Background: an optimization exercise with open tools, aiming at small area and a short achievable clock period. Do not read the settings as production practice.
At most, simulation tests tie the RTL to the original design; equivalence was not proved.
No activity file was given, so power comes from the tool's default toggle rates.

==> inputs of tundra <==
// pipelined_fpadder
module pipelined_fpadder (a,b,sub,rm,s,clk,clrn,e);
	input clk, clrn;
	input [15:0] a, b;
	input [1:0] rm;
	input sub;
	input e;
	output reg [15:0] s;
	wire [4:0] ea = a[14:10];
	wire [4:0] eb = b[14:10];
	wire ha = |ea;
	wire hb = |eb;
	wire [10:0] ma = {ha, a[9:0]};
	wire [10:0] mb = {hb, b[9:0]};
	wire [4:0] ee = ea + eb + 5'd17;           
	wire a_ff = &ea, b_ff = &eb;
	wire a_f0 = ~|a[9:0], b_f0 = ~|b[9:0];
	wire a_inf = a_ff & a_f0, b_inf = b_ff & b_f0;
	wire a_nan = a_ff & ~a_f0, b_nan = b_ff & ~b_f0;
	wire is_inf = a_inf | b_inf;
	wire is_nan = a_nan | b_nan | ((sub ^ a[15] ^ b[15]) & a_inf & b_inf);
	wire [8:0] nan9 = (a[8:0] > b[8:0]) ? a[8:0] : b[8:0];
	function [3:0] lz10;
		input [9:0] f;
		reg [15:0] g;
		reg [7:0] h8;
		reg [3:0] h4;
		reg [1:0] h2;
		reg z8, z4, z2;
		begin
			g = {f, 6'b111111};
			z8 = ~|g[15:8];
			h8 = z8 ? g[7:0] : g[15:8];
			z4 = ~|h8[7:4];
			h4 = z4 ? h8[3:0] : h8[7:4];
			z2 = ~|h4[3:2];
			h2 = z2 ? h4[1:0] : h4[3:2];
			lz10 = {z8, z4, z2, ~h2[1]};
		end
	endfunction
	wire [3:0] za = lz10(a[9:0]);
	wire [3:0] zb = lz10(b[9:0]);
	wire [3:0] la = ha ? 4'd0 : za + 4'd1;
	wire [3:0] lb = hb ? 4'd0 : zb + 4'd1;
	wire [4:0] ll = la + lb;
	wire [14:0] psn, pkn;
	wire pncin;
	fp_mul11 mul (.x(ma), .y(mb), .s_hn(psn), .k_hn(pkn), .ncin(pncin));
	reg [13:0] r_sn, r_kn;
	reg r_ncin;
	reg [4:0] r_e;
	reg [4:0] r_ll;
	reg [1:0] r_rm;
	reg r_sign, r_nan, r_inf;
	reg r_v;
  ...
export LEC_CHECK = 0
export ABC_AREA = 1
export CAP_MARGIN = 20
export CORE_MARGIN = 2
export CORE_UTILIZATION = 40
export CTS_BUF_LIST = sky130_fd_sc_hd__clkbuf_8
export SETUP_SLACK_MARGIN = 2.2
export SLEW_MARGIN = 20
export SYNTH_HIERARCHICAL = 1
create_clock -name core_clock -period 7.0 [get_ports {clk}]
standard.sh (not shown) runs the stock make flow with config.mk's settings and CLKGATE_MAP_FILE= SYNTH_SCRIPT=/design/flow/synth_recipe.tcl, a recipe that flattens the netlist after the stock synthesis.
==> flow/flow/run.sh <==
#!/bin/bash
# The standard layout, with plain buffers (not delay buffers) on the ports.
set -euo pipefail
bash standard.sh "BUFFER_PORTS_ARGS=-buffer_cell sky130_fd_sc_hd__buf_1" finish > make_finish.log 2>&1
==> onyx: changes against tundra <==
--- a/flow/design.v
+++ b/flow/design.v
@@ -1,11 +1,11 @@
-module fp_mul11 (x, y, s_hn, k_hn, ncin);
+module fp_mul11 (x, y, s_hi, k_hi, cin);
 	input [10:0] x, y;
-	output [14:0] s_hn, k_hn;
-	output ncin;
+	output [14:0] s_hi, k_hi;
+	output cin;
 	wire pp0_0 = ~(x[0] & y[0]);
 	wire pp0_1 = ~(x[0] & y[1]);
 	wire pp0_2 = ~(x[0] & y[2]);
 	wire pp0_3 = ~(x[0] & y[3]);
 	wire pp0_4 = ~(x[0] & y[4]);
 	wire pp0_5 = ~(x[0] & y[5]);
 	wire pp0_6 = ~(x[0] & y[6]);
@@ -299,22 +299,20 @@
 	fp_fa us173 (k106, s139, k138, s173, k174);
 	wire s175, k176;
 	fp_fa us175 (k110, s141, k140, s175, k176);
 	wire s177, k178;
 	fp_fa us177 (s143, k112, k142, s177, k178);
 	wire s179, k180;
 	fp_fa us179 (pp9_10, pp10_9, k144, s179, k180);
-	wire [21:0] na = {1'b1, k180, k178, k176, k174, k172, k170, k168, k166, k164, k162, k160, k158, k156, k154, k152, k150, k148, k146, s145, pp0_1, pp0_0};
-	wire [21:0] nb = {1'b1, pp10_10, s179, s177, s175, s173, s171, s169, s167, s165, s163, s161, s159, s157, s155, s153, s151, s149, s147, pp2_0, pp1_0, 1'b1};
-	wire [7:0] lo = na[6:0] + nb[6:0] + 1'b1;
-	assign ncin = lo[7];
-	assign s_hn = na[21:7];
-	assign k_hn = nb[21:7];
 	wire [21:0] ra = {1'b0, ~k180, ~k178, ~k176, ~k174, ~k172, ~k170, ~k168, ~k166, ~k164, ~k162, ~k160, ~k158, ~k156, ~k154, ~k152, ~k150, ~k148, ~k146, ~s145, ~pp0_1, ~pp0_0};
 	wire [21:0] rb = {1'b0, ~pp10_10, ~s179, ~s177, ~s175, ~s173, ~s171, ~s169, ~s167, ~s165, ~s163, ~s161, ~s159, ~s157, ~s155, ~s153, ~s151, ~s149, ~s147, ~pp2_0, ~pp1_0, 1'b0};
+	wire [7:0] lo = ra[6:0] + rb[6:0];
+	assign cin = lo[7];
+	assign s_hi = ra[21:7];
+	assign k_hi = rb[21:7];
 endmodule
 module fp_fa (a, b, c, s, co);
 	input a, b, c;
 	output s, co;
 	assign s = a ^ b ^ c;
 	assign co = (a & b) | (a & c) | (b & c);
 endmodule
@@ -413,54 +411,64 @@
 			z2 = ~|h4[3:2];
 			h2 = z2 ? h4[1:0] : h4[3:2];
 			lz10 = {z8, z4, z2, ~h2[1]};
 		end
 	endfunction
 	wire [3:0] za = lz10(a[9:0]);
 	wire [3:0] zb = lz10(b[9:0]);
-	wire [3:0] la = ha ? 4'd0 : za + 4'd1;
-	wire [3:0] lb = hb ? 4'd0 : zb + 4'd1;
-	wire [4:0] ll = la + lb;
-	wire [14:0] psn, pkn;
-	wire pncin;
-	fp_mul11 mul (.x(ma), .y(mb), .s_hn(psn), .k_hn(pkn), .ncin(pncin));
-	reg [13:0] r_sn, r_kn;
-	reg r_ncin;
-	reg [4:0] r_e;
-	reg [4:0] r_ll;
+	wire both = ~ha & ~hb;
+	wire none = ha & hb;
+	wire [4:0] zv = both ? {1'b0, za} + {1'b0, zb} : {1'b0, ha ? zb : za};
+	wire [14:0] ps, pk;
+	wire pcin;
+	fp_mul11 mul (.x(ma), .y(mb), .s_hi(ps), .k_hi(pk), .cin(pcin));
+	reg [13:0] r_ps, r_pk;
+	reg r_cin;
+	reg [4:0] r_e;      
+	reg [4:0] r_z;      
+	reg r_none, r_both;
 	reg [1:0] r_rm;
 	reg r_sign, r_nan, r_inf;
 	reg r_v;
 	always @(posedge clk or negedge clrn) begin
 		if (!clrn) r_v <= 0;
 		else if (e) r_v <= 1'b1;
 	end
 	always @(posedge clk) begin
 		if (e) begin
-			r_sn <= psn[13:0];    
-			r_kn <= pkn[13:0];
-			r_ncin <= pncin;
-			r_e <= is_nan ? nan9[8:4] : ee;      
-			r_ll <= is_nan ? {1'b0, nan9[3:0]} : ll;
+			r_ps <= ps[13:0];    
+			r_pk <= pk[13:0];
+			r_cin <= pcin;
+			r_e <= is_nan ? {1'b0, nan9[8:5]} : ee;
+			r_z <= is_nan ? nan9[4:0] : zv;
+			r_none <= none;
+			r_both <= both;
 			r_rm <= rm;
 			r_sign <= a[15] ^ b[15];
 			r_nan <= is_nan;
 			r_inf <= is_inf;
 		end
 	end
-	wire [15:0] r_cw = {1'b0, r_sn, r_ncin} + {1'b0, r_kn, r_ncin};
-	wire [14:0] r_c = ~r_cw[15:1];
-	wire [15:0] res;
+	wire [15:0] r_cw = {1'b0, r_ps, r_cin} + {1'b0, r_pk, r_cin};   
+	wire [14:0] r_c = r_cw[15:1];
 	wire ez = ~|r_e;
-	wire [4:0] mm = {r_e[4:1], r_e[0] | ez};   
-	wire r_x = r_ll < mm;
-	wire [4:0] shu = r_x ? r_ll : mm;
-	wire [3:0] r_sh = shu[4] ? 4'd15 : shu[3:0];
-	wire [4:0] r_eb = r_e + 5'd1 - {1'b0, r_sh};
-	fp_norm norm (.c(r_c), .sh(r_sh), .x(r_x), .eb(r_eb), .pay({r_e, r_ll[3:0]}), .rm(r_rm), .sign(r_sign),
+	wire [3:0] mc = r_e[4] ? 4'd15 : {r_e[3:1], r_e[0] | ez};    
+	wire [5:0] dd = {1'b0, r_e} - {1'b0, r_z};    
+	wire x1 = ~dd[5] & |dd[4:1];
+	wire [3:0] sh1 = x1 ? r_z[3:0] + 4'd1 : mc;
+	wire [4:0] eb_1 = x1 ? dd[4:0] : {4'd0, ~ez};
+	wire x2 = r_z < 5'd15;                       
+	wire [3:0] sh2 = (r_z > 5'd13) ? 4'd15 : r_z[3:0] + 4'd2;
+	wire [4:0] eb_2 = x2 ? 5'd16 - r_z : 5'd1;
+	wire r_x = r_none | (r_both ? x2 : x1);
+	wire [3:0] r_sh = r_none ? 4'd0 : r_both ? sh2 : sh1;
+	wire [4:0] r_eb = r_none ? r_e + 5'd1 : r_both ? eb_2 : eb_1;
+	wire [8:0] r_pay = {r_e[3:0], r_z};
+	wire [15:0] res;
+	fp_norm norm (.c(r_c), .sh(r_sh), .x(r_x), .eb(r_eb), .pay(r_pay), .rm(r_rm), .sign(r_sign),
 		.nan(r_nan), .inf(r_inf), .res(res));
 	wire [15:0] res_v = res & {16{r_v}};
 	always @(posedge clk or negedge clrn) begin
 		if (!clrn) s <= 0;
 		else if (e) s <= res_v;
 	end
 endmodule
--- a/flow/config.mk
+++ b/flow/config.mk
@@ -5,11 +5,10 @@
 export SDC_FILE = /design/flow/constraint.sdc
 export NUM_CORES = 4
 export LEC_CHECK = 0
 export ABC_AREA = 1
 export CAP_MARGIN = 20
 export CORE_MARGIN = 2
 export CORE_UTILIZATION = 40
-export CTS_BUF_LIST = sky130_fd_sc_hd__clkbuf_8
-export SETUP_SLACK_MARGIN = 2.2
+export SETUP_SLACK_MARGIN = 0.3
 export SLEW_MARGIN = 20
 export SYNTH_HIERARCHICAL = 1
==> comparison table <==
Outcome: onyx complete, no violations; tundra complete, no violations
Worst reg2reg setup slack: onyx 1.78 ns; tundra 2.61 ns
Detailed-route vias per instance: onyx 5.15; tundra 5.08
Global-route wire length before repair: onyx 38,400 um; tundra 34,600 um
Power, Total: onyx 0.00297 W; tundra 0.00335 W
Global-route met1 utilization: onyx 26.5%; tundra 24.5%
Area of placed instances: onyx 9440 um^2; tundra 8840 um^2
Normalized max-slew margin: onyx 34.3%; tundra 36.1%
Psw: onyx 0.00147 W; tundra 0.00169 W
Die Footprint: onyx 24,100 um^2; tundra 23,100 um^2
Post-CTS Setup Repair Bufs: onyx 0; tundra 4
GR Util met3: onyx 2.62%; tundra 1.94%
Arrival time of data at the critical path endpoint: onyx 5.50 ns; tundra 4.56 ns
Logic inverters: onyx 181; tundra 141
Terminus of the critical flop-to-flop path: onyx s[11]; tundra s[13]
Count of multi-input gates: onyx 917; tundra 872
First element of the critical path: onyx r_e[0]; tundra a[2]
Number of clock sinks: onyx 63; tundra 61
No functional check of the RTL was part of onyx.

-- re-timing with driven ports --
Ports are ideal in the flow. The routed layouts listed here were re-timed in OpenROAD.
Step 1 sets driving cells, clkbuf_16 on the clock port and buf_2 on the other inputs (assumed; they add their load-dependent delay and slew).
Step 2 also shifts input and output timing later by t, the mid clock arrival at the registers, as if the neighbouring blocks saw the same clock.
Slacks: no drivers / after step 1 / after step 2; pairs: no drivers / after step 1.
run | t, ns | setup slack, ns | worst setup path at the end | worst data-port slew with drivers (ns)
tundra | 0.386 | 2.514 / 2.529 / 2.143 | input to register | 0.04
onyx | 0.373 | 1.778 / 1.778 / 1.778 | register to register | 0.04
After both steps setup and hold are still met in every run listed. The setup slack of tundra, which loses most, moves by +0.015 ns with the drivers and by -0.371 ns with both steps.
